This design comes from an exercise in tuning for small area on the open sky130 flow, not from production work. Where RTL was checked, it was by simulation tests only, not by an equivalence proof against the original. The clock port is modelled as an ideal driver, which makes a skipped or thinned clock tree look cheaper than it is; a real chip needs a root buffer or a tree. Power figures rest on the tool's default switching activity, not on a simulated workload.

==> job 1186: inputs <==
Design cajero, start of the top module:
module cajero(
  Clk, Reset, PIN, TARJETA_RECIBIDA, TIPO_TRANS, DIGITO, DIGITO_STB,
  MONTO, MONTO_STB, BALANCE_ACTUALIZADO, ENTREGAR_DINERO, FONDOS_INSUFICIENTES,
  PIN_INCORRECTO, ADVERTENCIA, Bloqueo, TIPO_STB
);
==> flow/config.mk <==
export PLATFORM = sky130hd
export DESIGN_NAME = cajero
export DESIGN_NICKNAME = cajero
export VERILOG_FILES = /design/flow/design.v
export SDC_FILE = /design/flow/constraint.sdc
export NUM_CORES = 4
export LEC_CHECK = 0
export CAP_MARGIN = 20
export CORE_MARGIN = 2
export CORE_UTILIZATION = 40
export SLEW_MARGIN = 20
export SYNTH_HIERARCHICAL = 1
export SYNTH_MINIMUM_KEEP_SIZE = 0
==> flow/constraint.sdc <==
create_clock -name core_clock -period 6.0 [get_ports {Clk}]
set_input_delay 1.2000 -clock core_clock [delete_from_list [all_inputs] [get_ports {Clk}]]
set_output_delay 1.2000 -clock core_clock [all_outputs]
set_load 0.01 [all_outputs]
standard.sh (not shown) runs the stock make flow with config.mk's settings and CLKGATE_MAP_FILE= SYNTH_SCRIPT=/design/flow/synth_recipe.tcl, a recipe that flattens the netlist after the stock synthesis.
==> flow/flow/run.sh <==
#!/bin/bash
# Own layout flow: the standard ORFS flow with two changes:
#  - synthesis maps the logic with an area-oriented ABC script (flow/abc_area.script),
#  - ports are buffered with sky130_fd_sc_hd__buf_1 instead of the default buffer,
#  - clock tree synthesis uses clkbuf_8 and adds no dummy loads.
# Each tool's output goes to the ORFS logs under orfs/logs; make's own output to make_*.log.
set -euo pipefail
work=$(pwd)
rm -rf "$work/scripts_area"
cp -r "$FLOW_HOME/scripts" "$work/scripts_area"
cp "$work/flow/abc_area.script" "$work/scripts_area/abc_area.script"
bash standard.sh SCRIPTS_DIR="$work/scripts_area" ABC_AREA=1 \
  "BUFFER_PORTS_ARGS=-buffer_cell sky130_fd_sc_hd__buf_1" \
  "CTS_ARGS=-sink_clustering_enable -repair_clock_nets -dont_use_dummy_load -sink_clustering_size 30 -sink_clustering_max_diameter 300 -buf_list sky130_fd_sc_hd__clkbuf_8" \
  finish > "$work/make_finish.log" 2>&1
==> flow/flow/abc_area.script <==
strash
dch
map -a
topo
stime -c
==> job 4086: changes against job 1186 <==
--- a/flow/flow/run.sh
+++ b/flow/flow/run.sh
@@ -7,9 +7,9 @@
 set -euo pipefail
 work=$(pwd)
 rm -rf "$work/scripts_area"
 cp -r "$FLOW_HOME/scripts" "$work/scripts_area"
 cp "$work/flow/abc_area.script" "$work/scripts_area/abc_area.script"
 bash standard.sh SCRIPTS_DIR="$work/scripts_area" ABC_AREA=1 \
   "BUFFER_PORTS_ARGS=-buffer_cell sky130_fd_sc_hd__buf_1" \
-  "CTS_ARGS=-sink_clustering_enable -repair_clock_nets -dont_use_dummy_load -sink_clustering_size 30 -sink_clustering_max_diameter 300 -buf_list sky130_fd_sc_hd__clkbuf_8" \
+  "CTS_ARGS=-sink_clustering_enable -repair_clock_nets -dont_use_dummy_load -buf_list sky130_fd_sc_hd__clkbuf_8" \
   finish > "$work/make_finish.log" 2>&1
- CORE_UTILIZATION: 40 -> 65
==> job 2238: changes against job 1186 <==
--- a/flow/design.v
+++ b/flow/design.v
@@ -4,37 +4,51 @@
   PIN_INCORRECTO, ADVERTENCIA, Bloqueo, TIPO_STB
 );
 input Clk, Reset, TARJETA_RECIBIDA, TIPO_TRANS, DIGITO_STB, MONTO_STB, TIPO_STB;
 input [15:0] PIN;
 input [3:0] DIGITO;
 input [31:0] MONTO;
 output reg BALANCE_ACTUALIZADO, ENTREGAR_DINERO, FONDOS_INSUFICIENTES, PIN_INCORRECTO, ADVERTENCIA, Bloqueo;
+localparam [2:0] N0 = 3'd0, N1 = 3'd1, N2 = 3'd3, N3 = 3'd2, N4 = 3'd6,
+                 DEP = 3'd5, WD = 3'd7, LOCK = 3'd4;
+localparam [1:0] W0 = 2'd0, W1 = 2'd1, W2 = 2'd3, W3 = 2'd2;
 reg [2:0] q, nq;
 reg [1:0] w, nw;
 reg [15:0] dig;            
 reg [31:0] r;              
 wire [31:0] nr;
-wire C     = TARJETA_RECIBIDA;
-wire lt4   = ~q[2];                      
-wire n4    = q[2] & q[1] & ~q[0];        
-wire trans = q[2] & q[0];                
-wire lock  = q[2] & ~q[1] & ~q[0];
+wire idle = (q==N0)|(q==N1)|(q==N2)|(q==N3)|(q==N4);
+wire lt4  = (q==N0)|(q==N1)|(q==N2)|(q==N3);
+wire n4   = (q==N4);
+wire dep  = (q==DEP);
+wire wd   = (q==WD);
+wire lock = (q==LOCK);
+reg [2:0] inc;             
+always @(*)
+  case (q)
+    N0: inc = N1;
+    N1: inc = N2;
+    N2: inc = N3;
+    default: inc = N4;
+  endcase
+reg [1:0] winc;            
+always @(*)
+  case (w)
+    W0: winc = W1;
+    W1: winc = W2;
+    default: winc = W3;
+  endcase
+wire shift = TARJETA_RECIBIDA & DIGITO_STB & lt4;
 wire match = (dig == PIN);
-wire shift = C & DIGITO_STB & lt4;       
-wire ok    = C & n4 & match;             
-wire go    = ok & TIPO_STB;              
-wire bad   = C & n4 & ~match;            
-wire L3    = C & w[1] & ~w[0];           
-wire tm    = trans & MONTO_STB;          
 wire sub = q[1];             
 wire rst = ~Reset;
 wire [31:0] e, ne;        
 wire [32:0] c;
 wire ge = c[32];
-wire upd = tm & (~q[1] | ge);
+wire upd = MONTO_STB & (dep | (wd & ge));
 assign c[0] = sub;
 cj_bit_e b0 (.r(r[0]), .m(MONTO[0]), .sub(sub), .c(c[0]), .upd(upd), .rst(rst), .e(e[0]), .ne(ne[0]), .nr(nr[0]));
 cj_cmx k0 (.s(e[0]), .ns(ne[0]), .a1(c[0]), .a0(r[0]), .y(c[1]));
 cj_bit_o b1 (.r(r[1]), .m(MONTO[1]), .sub(sub), .nc(c[1]), .upd(upd), .rn(Reset), .e(e[1]), .ne(ne[1]), .nr(nr[1]));
 cj_cmx k1 (.s(e[1]), .ns(ne[1]), .a1(c[1]), .a0(r[1]), .y(c[2]));
 cj_bit_e b2 (.r(r[2]), .m(MONTO[2]), .sub(sub), .c(c[2]), .upd(upd), .rst(rst), .e(e[2]), .ne(ne[2]), .nr(nr[2]));
 cj_cmx k2 (.s(e[2]), .ns(ne[2]), .a1(c[2]), .a0(r[2]), .y(c[3]));
@@ -128,37 +142,53 @@
 cj_cmx gg3_6 (.s(e[30]), .ns(ne[30]), .a1(g3[6]), .a0(r[30]), .y(g3[7]));
 cj_cmx gg3_7 (.s(e[31]), .ns(ne[31]), .a1(g3[7]), .a0(r[31]), .y(g3[8]));
 cj_and8 pp3 (.a(e[31:24]), .y(p3));
 cj_skip sk3 (.s(p3), .a1(c[24]), .a0(g3[8]), .y(c[32]));
 always @(posedge Clk)
   if (shift) dig <= {dig[11:0], DIGITO};
 always @(*) begin
-  BALANCE_ACTUALIZADO = upd;
-  ENTREGAR_DINERO = tm & q[1] & ge;
-  FONDOS_INSUFICIENTES = tm & q[1] & ~ge;
-  PIN_INCORRECTO = bad;
-  ADVERTENCIA = C & w[1] & w[0];
-  Bloqueo = lock | L3;
-end
-always @(*) begin
   nq = q; nw = w;
-  if (shift) nq = {q[1] & ~q[0], q[1] | q[0], ~q[1]};    
-  if (go) nq = {1'b1, TIPO_TRANS, 1'b1};
-  if (bad | tm) nq = 3'b000;
-  if (ok) nw = 2'b00;
-  if (bad) nw = {w[0], ~w[1]};                          
-  if (L3) begin
-    nq = 3'b100;
-    nw = 2'b00;
+  BALANCE_ACTUALIZADO = 1'b0;
+  ENTREGAR_DINERO = 1'b0;
+  FONDOS_INSUFICIENTES = 1'b0;
+  PIN_INCORRECTO = 1'b0;
+  ADVERTENCIA = 1'b0;
+  Bloqueo = lock;
+  if (idle) begin
+    if (TARJETA_RECIBIDA) begin
+      if (DIGITO_STB && lt4) nq = inc;
+      else if (n4 && match) begin
+        nw = W0;
+        if (TIPO_STB) nq = TIPO_TRANS ? WD : DEP;
+      end else if (n4) begin
+        PIN_INCORRECTO = 1'b1;
+        nw = winc;
+        nq = N0;
+      end
+      if (w == W2) ADVERTENCIA = 1'b1;
+      if (w == W3) begin
+        Bloqueo = 1'b1;
+        nq = LOCK;
+        nw = W0;
+      end
+    end
+  end else if (MONTO_STB && !lock) begin
+    nq = N0;
+    if (dep) BALANCE_ACTUALIZADO = 1'b1;
+    else if (ge) begin
+      BALANCE_ACTUALIZADO = 1'b1;
+      ENTREGAR_DINERO = 1'b1;
+    end else
+      FONDOS_INSUFICIENTES = 1'b1;
   end
 end
 always @(posedge Clk) begin
   if (!Reset) begin
-    q <= 3'b000;
-    w <= 2'b00;
+    q <= N0;
+    w <= W0;
   end else begin
     q <= nq;
     w <= nw;
   end
   r <= nr;    
 end
 endmodule
--- a/flow/flow/run.sh
+++ b/flow/flow/run.sh
@@ -7,9 +7,9 @@
 set -euo pipefail
 work=$(pwd)
 rm -rf "$work/scripts_area"
 cp -r "$FLOW_HOME/scripts" "$work/scripts_area"
 cp "$work/flow/abc_area.script" "$work/scripts_area/abc_area.script"
 bash standard.sh SCRIPTS_DIR="$work/scripts_area" ABC_AREA=1 \
   "BUFFER_PORTS_ARGS=-buffer_cell sky130_fd_sc_hd__buf_1" \
-  "CTS_ARGS=-sink_clustering_enable -repair_clock_nets -dont_use_dummy_load -sink_clustering_size 30 -sink_clustering_max_diameter 300 -buf_list sky130_fd_sc_hd__clkbuf_8" \
+  "CTS_ARGS=-sink_clustering_enable -repair_clock_nets -dont_use_dummy_load -buf_list sky130_fd_sc_hd__clkbuf_8" \
   finish > "$work/make_finish.log" 2>&1
==> summary.txt <==
Clock skew, lowest first: job 2238, job 1186, job 4086.
Between job 4086 and job 2238, the lower synthesized area is in job 4086 (gap 0.63%, measured against job 2238).
Via count, highest first: job 4086, job 2238, job 1186.
In flip-flop and latch count, job 4086 and job 1186 do not differ.
Between job 2238 and job 1186, the lower final cell count is in job 1186 (gap 1.2%, measured against job 1186).
Between job 1186 and job 2238, the lower sequential power is in job 1186 (gap about 3%, measured against job 2238).
In job 4086 the register-to-register slack is lower than in job 2238, by 170 ps.
Of job 2238 and job 4086, job 2238 has the higher power (gap 21%, measured against job 4086).
Utilization: job 4086 > job 2238 > job 1186.
The highest routed wire length belongs to job 2238, the lowest to job 4086.
==> figures <==
| metric | job 1186 | job 2238 | job 4086 |
|---|---|---|---|
| Post-synthesis cell count | 408 | 415 | 408 |
| Launch instance of the worst register-to-register path | q[1] | q[1] | q[1] |
| Die Outline Area | 9177 µm² | 9232 µm² | 5778 µm² |
| Fraction of power spent switching nets | 29.43% | 34.04% | 29.46% |
| Multi-input gates | 295 | 305 | 295 |
| Worst Setup Slack post-DPL | 181.8 ps | 97.03 ps | 186.5 ps |
| Placed Area | 3785 µm² | 3810 µm² | 3741 µm² |
| Filler cell count | 820 | 831 | 410 |
| Run status | complete, no violations | complete, no violations | complete, no violations |
| Horizontal die dimension | 95.80 µm | 96.09 µm | 76.01 µm |
| Non-clock buffering overhead | 6.977% | 7.090% | 7.057% |
| Synthesized-area fraction occupied by ao, oa, aoi and oai cells | 20.12% | 20.29% | 20.12% |
| Die Height | 95.80 µm | 96.09 µm | 76.01 µm |
| Share of the yosys chip area belonging to registers | 36.23% | 36.00% | 36.23% |
| Xor and xnor area share after synthesis | 24.16% | 24.79% | 24.16% |
| Total clock network power | 187 µW | 182 µW | 187 µW |
| Relative area change from synthesis to final layout | 14.92% | 15.49% | 13.62% |
| Share of cell area taken by muxes after synthesis | 1.002% | 0.9959% | 1.002% |
| Per-cell via count in the routed design | 5.015 | 5.099 | 5.604 |
| Worst-Skew Late Latency | 310 ps | 300 ps | 300 ps |
| Worst hold start | dig[3] | dig[3] | dig[8] |

========
==> run G: inputs <==
Another version of the RTL of cajero (not shown whole).
Settings: LEC_CHECK=0, CAP_MARGIN=20, CORE_MARGIN=2, CORE_UTILIZATION=40, SLEW_MARGIN=20, SYNTH_HIERARCHICAL=1, SYNTH_MINIMUM_KEEP_SIZE=0; clock period 6.0 ns.
==> flow/flow/run.sh <==
#!/bin/bash
# Own layout flow: the standard ORFS flow with two changes:
#  - synthesis maps the logic with an area-oriented ABC script (flow/abc_area.script),
#  - ports are buffered with sky130_fd_sc_hd__buf_1 instead of the default buffer,
#  - the clock tree is four clkbuf_8 driven by the clock port (flow/my_cts.tcl).
# Each tool's output goes to the ORFS logs under orfs/logs; make's own output to make_*.log.
set -euo pipefail
work=$(pwd)
rm -rf "$work/scripts_area"
cp -r "$FLOW_HOME/scripts" "$work/scripts_area"
cp "$work/flow/abc_area.script" "$work/scripts_area/abc_area.script"
# clock tree: the clock port drives four clkbuf_8, one per cluster of flip-flops
cp "$work/flow/my_cts.tcl" "$work/scripts_area/my_cts.tcl"
sed -i 's|^log_cmd clock_tree_synthesis {\*}\$cts_args$|source $::env(SCRIPTS_DIR)/my_cts.tcl\nmy_cts 4 sky130_fd_sc_hd__clkbuf_8\nset_propagated_clock [all_clocks]|' "$work/scripts_area/cts.tcl"
grep -q "^my_cts 4" "$work/scripts_area/cts.tcl"
bash standard.sh SCRIPTS_DIR="$work/scripts_area" ABC_AREA=1 \
  "BUFFER_PORTS_ARGS=-buffer_cell sky130_fd_sc_hd__buf_1" \
  finish > "$work/make_finish.log" 2>&1
Scripts as last shown in full above: flow/flow/abc_area.script
Other scripts of this flow, unchanged in this note and not shown: flow/flow/my_cts.tcl
==> inputs of run F, as changes to run G <==
--- a/flow/design.v
+++ b/flow/design.v
@@ -13,17 +13,18 @@
 reg [15:0] dig;            
 reg [31:0] r;              
 wire [31:0] nr;
 wire C     = TARJETA_RECIBIDA;
 wire lt4   = ~q[2];                      
 wire n4    = q[2] & q[1] & ~q[0];        
 wire trans = q[2] & q[0];                
 wire lock  = q[2] & ~q[1] & ~q[0];
-wire match = (dig == PIN);
+wire match;
+cj_eq eq (.a(dig), .b(PIN), .y(match));
 wire shift = C & DIGITO_STB & lt4;       
 wire ok    = C & n4 & match;             
 wire go    = ok & TIPO_STB;              
 wire bad   = C & n4 & ~match;            
 wire L3    = C & w[1] & ~w[0];           
 wire tm    = trans & MONTO_STB;          
 wire sub = q[1];             
 wire rst = ~Reset;
@@ -59,77 +60,82 @@
 cj_co k11 (.p(p[11]), .r(r[11]), .tq(g[11]), .c(c[11]), .y(c[12]));
 cj_bit_e b12 (.r(r[12]), .m(MONTO[12]), .sub(sub), .c(c[12]), .upd(upd), .rst(rst), .p(p[12]), .g(g[12]), .nr(nr[12]));
 cj_ce k12 (.p(p[12]), .g(g[12]), .c(c[12]), .y(c[13]));
 cj_bit_o b13 (.r(r[13]), .m(MONTO[13]), .sub(sub), .nc(c[13]), .upd(upd), .nupd(nupd), .rn(Reset), .p(p[13]), .tq(g[13]), .nr(nr[13]));
 cj_co k13 (.p(p[13]), .r(r[13]), .tq(g[13]), .c(c[13]), .y(c[14]));
 cj_bit_e b14 (.r(r[14]), .m(MONTO[14]), .sub(sub), .c(c[14]), .upd(upd), .rst(rst), .p(p[14]), .g(g[14]), .nr(nr[14]));
 cj_ce k14 (.p(p[14]), .g(g[14]), .c(c[14]), .y(c[15]));
 cj_bit_o b15 (.r(r[15]), .m(MONTO[15]), .sub(sub), .nc(c[15]), .upd(upd), .nupd(nupd), .rn(Reset), .p(p[15]), .tq(g[15]), .nr(nr[15]));
-cj_co k15 (.p(p[15]), .r(r[15]), .tq(g[15]), .c(c[15]), .y(c[16]));
+wire [8:1] g1;
+wire p1;
+cj_inv gg1_0 (.a(g[8]), .y(g1[1]));
+cj_co gg1_1 (.p(p[9]), .r(r[9]), .tq(g[9]), .c(g1[1]), .y(g1[2]));
+cj_ce gg1_2 (.p(p[10]), .g(g[10]), .c(g1[2]), .y(g1[3]));
+cj_co gg1_3 (.p(p[11]), .r(r[11]), .tq(g[11]), .c(g1[3]), .y(g1[4]));
+cj_ce gg1_4 (.p(p[12]), .g(g[12]), .c(g1[4]), .y(g1[5]));
+cj_co gg1_5 (.p(p[13]), .r(r[13]), .tq(g[13]), .c(g1[5]), .y(g1[6]));
+cj_ce gg1_6 (.p(p[14]), .g(g[14]), .c(g1[6]), .y(g1[7]));
+cj_co gg1_7 (.p(p[15]), .r(r[15]), .tq(g[15]), .c(g1[7]), .y(g1[8]));
+cj_and8 pp1 (.a(p[15:8]), .y(p1));
+cj_skip sk1 (.s(p1), .a1(c[8]), .a0(g1[8]), .y(c[16]));
 cj_bit_e b16 (.r(r[16]), .m(MONTO[16]), .sub(sub), .c(c[16]), .upd(upd), .rst(rst), .p(p[16]), .g(g[16]), .nr(nr[16]));
 cj_ce k16 (.p(p[16]), .g(g[16]), .c(c[16]), .y(c[17]));
 cj_bit_o b17 (.r(r[17]), .m(MONTO[17]), .sub(sub), .nc(c[17]), .upd(upd), .nupd(nupd), .rn(Reset), .p(p[17]), .tq(g[17]), .nr(nr[17]));
 cj_co k17 (.p(p[17]), .r(r[17]), .tq(g[17]), .c(c[17]), .y(c[18]));
 cj_bit_e b18 (.r(r[18]), .m(MONTO[18]), .sub(sub), .c(c[18]), .upd(upd), .rst(rst), .p(p[18]), .g(g[18]), .nr(nr[18]));
 cj_ce k18 (.p(p[18]), .g(g[18]), .c(c[18]), .y(c[19]));
 cj_bit_o b19 (.r(r[19]), .m(MONTO[19]), .sub(sub), .nc(c[19]), .upd(upd), .nupd(nupd), .rn(Reset), .p(p[19]), .tq(g[19]), .nr(nr[19]));
-wire [10:1] g1;
-wire p1;
-cj_inv gg1_0 (.a(g[10]), .y(g1[1]));
-cj_co gg1_1 (.p(p[11]), .r(r[11]), .tq(g[11]), .c(g1[1]), .y(g1[2]));
-cj_ce gg1_2 (.p(p[12]), .g(g[12]), .c(g1[2]), .y(g1[3]));
-cj_co gg1_3 (.p(p[13]), .r(r[13]), .tq(g[13]), .c(g1[3]), .y(g1[4]));
-cj_ce gg1_4 (.p(p[14]), .g(g[14]), .c(g1[4]), .y(g1[5]));
-cj_co gg1_5 (.p(p[15]), .r(r[15]), .tq(g[15]), .c(g1[5]), .y(g1[6]));
-cj_ce gg1_6 (.p(p[16]), .g(g[16]), .c(g1[6]), .y(g1[7]));
-cj_co gg1_7 (.p(p[17]), .r(r[17]), .tq(g[17]), .c(g1[7]), .y(g1[8]));
-cj_ce gg1_8 (.p(p[18]), .g(g[18]), .c(g1[8]), .y(g1[9]));
-cj_co gg1_9 (.p(p[19]), .r(r[19]), .tq(g[19]), .c(g1[9]), .y(g1[10]));
-cj_and10 pp1 (.a(p[19:10]), .y(p1));
-cj_skip sk1 (.s(p1), .a1(c[10]), .a0(g1[10]), .y(c[20]));
+cj_co k19 (.p(p[19]), .r(r[19]), .tq(g[19]), .c(c[19]), .y(c[20]));
 cj_bit_e b20 (.r(r[20]), .m(MONTO[20]), .sub(sub), .c(c[20]), .upd(upd), .rst(rst), .p(p[20]), .g(g[20]), .nr(nr[20]));
 cj_ce k20 (.p(p[20]), .g(g[20]), .c(c[20]), .y(c[21]));
 cj_bit_o b21 (.r(r[21]), .m(MONTO[21]), .sub(sub), .nc(c[21]), .upd(upd), .nupd(nupd), .rn(Reset), .p(p[21]), .tq(g[21]), .nr(nr[21]));
 cj_co k21 (.p(p[21]), .r(r[21]), .tq(g[21]), .c(c[21]), .y(c[22]));
 cj_bit_e b22 (.r(r[22]), .m(MONTO[22]), .sub(sub), .c(c[22]), .upd(upd), .rst(rst), .p(p[22]), .g(g[22]), .nr(nr[22]));
 cj_ce k22 (.p(p[22]), .g(g[22]), .c(c[22]), .y(c[23]));
 cj_bit_o b23 (.r(r[23]), .m(MONTO[23]), .sub(sub), .nc(c[23]), .upd(upd), .nupd(nupd), .rn(Reset), .p(p[23]), .tq(g[23]), .nr(nr[23]));
-cj_co k23 (.p(p[23]), .r(r[23]), .tq(g[23]), .c(c[23]), .y(c[24]));
+wire [8:1] g2;
+wire p2;
+cj_inv gg2_0 (.a(g[16]), .y(g2[1]));
+cj_co gg2_1 (.p(p[17]), .r(r[17]), .tq(g[17]), .c(g2[1]), .y(g2[2]));
+cj_ce gg2_2 (.p(p[18]), .g(g[18]), .c(g2[2]), .y(g2[3]));
+cj_co gg2_3 (.p(p[19]), .r(r[19]), .tq(g[19]), .c(g2[3]), .y(g2[4]));
+cj_ce gg2_4 (.p(p[20]), .g(g[20]), .c(g2[4]), .y(g2[5]));
+cj_co gg2_5 (.p(p[21]), .r(r[21]), .tq(g[21]), .c(g2[5]), .y(g2[6]));
+cj_ce gg2_6 (.p(p[22]), .g(g[22]), .c(g2[6]), .y(g2[7]));
+cj_co gg2_7 (.p(p[23]), .r(r[23]), .tq(g[23]), .c(g2[7]), .y(g2[8]));
+cj_and8 pp2 (.a(p[23:16]), .y(p2));
+cj_skip sk2 (.s(p2), .a1(c[16]), .a0(g2[8]), .y(c[24]));
 cj_bit_e b24 (.r(r[24]), .m(MONTO[24]), .sub(sub), .c(c[24]), .upd(upd), .rst(rst), .p(p[24]), .g(g[24]), .nr(nr[24]));
 cj_ce k24 (.p(p[24]), .g(g[24]), .c(c[24]), .y(c[25]));
 cj_bit_o b25 (.r(r[25]), .m(MONTO[25]), .sub(sub), .nc(c[25]), .upd(upd), .nupd(nupd), .rn(Reset), .p(p[25]), .tq(g[25]), .nr(nr[25]));
 cj_co k25 (.p(p[25]), .r(r[25]), .tq(g[25]), .c(c[25]), .y(c[26]));
 cj_bit_e b26 (.r(r[26]), .m(MONTO[26]), .sub(sub), .c(c[26]), .upd(upd), .rst(rst), .p(p[26]), .g(g[26]), .nr(nr[26]));
 cj_ce k26 (.p(p[26]), .g(g[26]), .c(c[26]), .y(c[27]));
 cj_bit_o b27 (.r(r[27]), .m(MONTO[27]), .sub(sub), .nc(c[27]), .upd(upd), .nupd(nupd), .rn(Reset), .p(p[27]), .tq(g[27]), .nr(nr[27]));
 cj_co k27 (.p(p[27]), .r(r[27]), .tq(g[27]), .c(c[27]), .y(c[28]));
 cj_bit_e b28 (.r(r[28]), .m(MONTO[28]), .sub(sub), .c(c[28]), .upd(upd), .rst(rst), .p(p[28]), .g(g[28]), .nr(nr[28]));
 cj_ce k28 (.p(p[28]), .g(g[28]), .c(c[28]), .y(c[29]));
 cj_bit_o b29 (.r(r[29]), .m(MONTO[29]), .sub(sub), .nc(c[29]), .upd(upd), .nupd(nupd), .rn(Reset), .p(p[29]), .tq(g[29]), .nr(nr[29]));
 cj_co k29 (.p(p[29]), .r(r[29]), .tq(g[29]), .c(c[29]), .y(c[30]));
 cj_bit_e b30 (.r(r[30]), .m(MONTO[30]), .sub(sub), .c(c[30]), .upd(upd), .rst(rst), .p(p[30]), .g(g[30]), .nr(nr[30]));
 cj_ce k30 (.p(p[30]), .g(g[30]), .c(c[30]), .y(c[31]));
 cj_bit_o b31 (.r(r[31]), .m(MONTO[31]), .sub(sub), .nc(c[31]), .upd(upd), .nupd(nupd), .rn(Reset), .p(p[31]), .tq(g[31]), .nr(nr[31]));
-wire [12:1] g2;
-wire p2;
-cj_inv gg2_0 (.a(g[20]), .y(g2[1]));
-cj_co gg2_1 (.p(p[21]), .r(r[21]), .tq(g[21]), .c(g2[1]), .y(g2[2]));
-cj_ce gg2_2 (.p(p[22]), .g(g[22]), .c(g2[2]), .y(g2[3]));
-cj_co gg2_3 (.p(p[23]), .r(r[23]), .tq(g[23]), .c(g2[3]), .y(g2[4]));
-cj_ce gg2_4 (.p(p[24]), .g(g[24]), .c(g2[4]), .y(g2[5]));
-cj_co gg2_5 (.p(p[25]), .r(r[25]), .tq(g[25]), .c(g2[5]), .y(g2[6]));
-cj_ce gg2_6 (.p(p[26]), .g(g[26]), .c(g2[6]), .y(g2[7]));
-cj_co gg2_7 (.p(p[27]), .r(r[27]), .tq(g[27]), .c(g2[7]), .y(g2[8]));
-cj_ce gg2_8 (.p(p[28]), .g(g[28]), .c(g2[8]), .y(g2[9]));
-cj_co gg2_9 (.p(p[29]), .r(r[29]), .tq(g[29]), .c(g2[9]), .y(g2[10]));
-cj_ce gg2_10 (.p(p[30]), .g(g[30]), .c(g2[10]), .y(g2[11]));
-cj_co gg2_11 (.p(p[31]), .r(r[31]), .tq(g[31]), .c(g2[11]), .y(g2[12]));
-cj_and12 pp2 (.a(p[31:20]), .y(p2));
-cj_skip sk2 (.s(p2), .a1(c[20]), .a0(g2[12]), .y(c[32]));
+wire [8:1] g3;
+wire p3;
+cj_inv gg3_0 (.a(g[24]), .y(g3[1]));
+cj_co gg3_1 (.p(p[25]), .r(r[25]), .tq(g[25]), .c(g3[1]), .y(g3[2]));
+cj_ce gg3_2 (.p(p[26]), .g(g[26]), .c(g3[2]), .y(g3[3]));
+cj_co gg3_3 (.p(p[27]), .r(r[27]), .tq(g[27]), .c(g3[3]), .y(g3[4]));
+cj_ce gg3_4 (.p(p[28]), .g(g[28]), .c(g3[4]), .y(g3[5]));
+cj_co gg3_5 (.p(p[29]), .r(r[29]), .tq(g[29]), .c(g3[5]), .y(g3[6]));
+cj_ce gg3_6 (.p(p[30]), .g(g[30]), .c(g3[6]), .y(g3[7]));
+cj_co gg3_7 (.p(p[31]), .r(r[31]), .tq(g[31]), .c(g3[7]), .y(g3[8]));
+cj_and8 pp3 (.a(p[31:24]), .y(p3));
+cj_skip sk3 (.s(p3), .a1(c[24]), .a0(g3[8]), .y(c[32]));
 always @(posedge Clk)
   if (shift) dig <= {dig[11:0], DIGITO};
 always @(*) begin
   BALANCE_ACTUALIZADO = upd;
   ENTREGAR_DINERO = tm & q[1] & ge;
   FONDOS_INSUFICIENTES = tm & q[1] & ~ge;
   PIN_INCORRECTO = bad;
   ADVERTENCIA = C & w[1] & w[0];
@@ -175,17 +181,30 @@
   assign y = ~(g | (p & c));
 endmodule
 module cj_co(input p, input r, input tq, input c, output y);
   assign y = ~((r | tq) & (p | c));
 endmodule
 module cj_inv(input a, output y);
   assign y = ~a;
 endmodule
+module cj_eq(input [15:0] a, input [15:0] b, output y);
+  wire [15:0] x;
+  genvar i;
+  generate
+    for (i = 0; i < 16; i = i + 1) begin : eqb
+      cj_xnor xn (.a(a[i]), .b(b[i]), .y(x[i]));
+    end
+  endgenerate
+  cj_all16 al (.a(x), .y(y));
+endmodule
+module cj_xnor(input a, input b, output y);
+  assign y = ~(a ^ b);
+endmodule
+module cj_all16(input [15:0] a, output y);
+  assign y = &a;
+endmodule
 module cj_skip(input s, input a1, input a0, output y);
   assign y = a0 | (s & a1);
 endmodule
-module cj_and10(input [9:0] a, output y);
-  assign y = a[0] & a[2] & a[4] & a[6] & a[8] & ~(a[1] | a[3] | a[5] | a[7] | a[9]);
-endmodule
-module cj_and12(input [11:0] a, output y);
-  assign y = a[0] & a[2] & a[4] & a[6] & a[8] & a[10] & ~(a[1] | a[3] | a[5] | a[7] | a[9] | a[11]);
-endmodule
+module cj_and8(input [7:0] a, output y);
+  assign y = a[0] & a[2] & a[4] & a[6] & ~(a[1] | a[3] | a[5] | a[7]);
+endmodule
==> flow/flow/run.sh (replaced) <==
#!/bin/bash
# Own layout flow: the standard ORFS flow with two changes:
#  - synthesis maps the logic with an area-oriented ABC script (flow/abc_area.script),
#  - ports are buffered with sky130_fd_sc_hd__buf_1 instead of the default buffer,
#  - the clock tree is three clkbuf_8 driven by the clock port (flow/my_cts.tcl).
# Each tool's output goes to the ORFS logs under orfs/logs; make's own output to make_*.log.
set -euo pipefail
work=$(pwd)
rm -rf "$work/scripts_area"
cp -r "$FLOW_HOME/scripts" "$work/scripts_area"
cp "$work/flow/abc_area.script" "$work/scripts_area/abc_area.script"
# clock tree: the clock port drives three clkbuf_8, one per cluster of flip-flops
cp "$work/flow/my_cts.tcl" "$work/scripts_area/my_cts.tcl"
sed -i 's|^log_cmd clock_tree_synthesis {\*}\$cts_args$|source $::env(SCRIPTS_DIR)/my_cts.tcl\nmy_cts 3 sky130_fd_sc_hd__clkbuf_8\nset_propagated_clock [all_clocks]|' "$work/scripts_area/cts.tcl"
grep -q "^my_cts 3" "$work/scripts_area/cts.tcl"
bash standard.sh SCRIPTS_DIR="$work/scripts_area" ABC_AREA=1 \
  "BUFFER_PORTS_ARGS=-buffer_cell sky130_fd_sc_hd__buf_1" \
  finish > "$work/make_finish.log" 2>&1
==> flow/flow/abc_area.script (replaced) <==
strash
dch
map -a
strash
dch
map -a
topo
stime -c
- CORE_UTILIZATION: 40 -> 65
==> summary.txt <==
Run G finished clean. Run F ran to the end with no violations. Of run F and run G, run F has the higher global-route usage (gap 6.4 points). Against run G, the register-to-register slack of run F is higher by 290 ps. In run F the critical path depth is lower than in run G, by 12. Between run G and run F, the lower setup slack is in run G (gap 41 ps). In sequential power, run G and run F hardly differ. In run F the combinational power is smaller than in run G, by about 10%.
==> figures <==
|  | run F | run G |
|---|---|---|
| Outcome | finished clean | finished clean |
| Wire length of the first global-routing pass | 10,030 um | 11,870 um |
| Leak pwr | 1.221 nW | 1.339 nW |
| Power per Cell Area | 177.4 nW/um^2 | 176.8 nW/um^2 |
| Crit path max fanout | 3 | 2 |
| Filler cell count in the final layout | 386 | 804 |
| Share of cells above drive strength 1 | 0.02920 | 0.09238 |
| Total met2 wirelength after detailed routing | 3158 um | 3335 um |
| Clock period minus worst slack | 5532 ps | 5573 ps |
| Sum of net half-perimeters after detailed placement | 4753 um | 5203 um |
| Relative slew margins | 0.5768 | 0.4733 |
| Number of tap instances | 67 | 102 |
| Hold Path Sink | dig[12] | dig[5] |
| CP Data Arrival Time | 4330 ps | 5610 ps |
For run G, only the layout was checked, not whether the RTL still works. No run of this note takes its clock network from TritonCTS; it comes from the design's own scripts or RTL.

static timing again, ports no longer ideal:
In the flow no input, the clock included, has a driving cell. The finished layouts below were timed again as built, in two steps. Step 1 (the two cells are an assumption about what drives the block):
set clk [get_ports {Clk}]
set_driving_cell -lib_cell sky130_fd_sc_hd__clkbuf_16 $clk
set_driving_cell -lib_cell sky130_fd_sc_hd__buf_2 [delete_from_list [all_inputs] $clk]
Step 2, shift: input delay + t, output delay - t, t = (earliest + latest rising clock arrival at the registers) / 2. This alone moves slack from input paths to output paths. a / b / c = ideal / step 1 / step 2; a / b = the first two.
run | t, ns | setup WS [ns] | worst hold slack (ns) | cell pins on the clock port's net
job 1186 | 0.331 | 0.316 / 0.296 / 0.296 | 0.475 / 0.475 / 0.475 | 1
job 4086 | 0.325 | 0.296 / 0.276 / 0.236 | 0.479 / 0.479 / 0.479 | 1
job 2238 | 0.322 | 0.317 / 0.298 / 0.298 | 0.473 / 0.473 / 0.473 | 1
run G | 0.206 | 0.427 / 0.468 / 0.262 | 0.471 / 0.471 / 0.471 | 4
run F | 0.204 | 0.468 / 0.448 / 0.448 | 0.482 / 0.482 / 0.482 | 3
After both steps every run listed still meets setup and hold. For run G, which loses most, drivers alone change the setup slack by +0.041 ns; drivers and shift together by -0.165 ns.
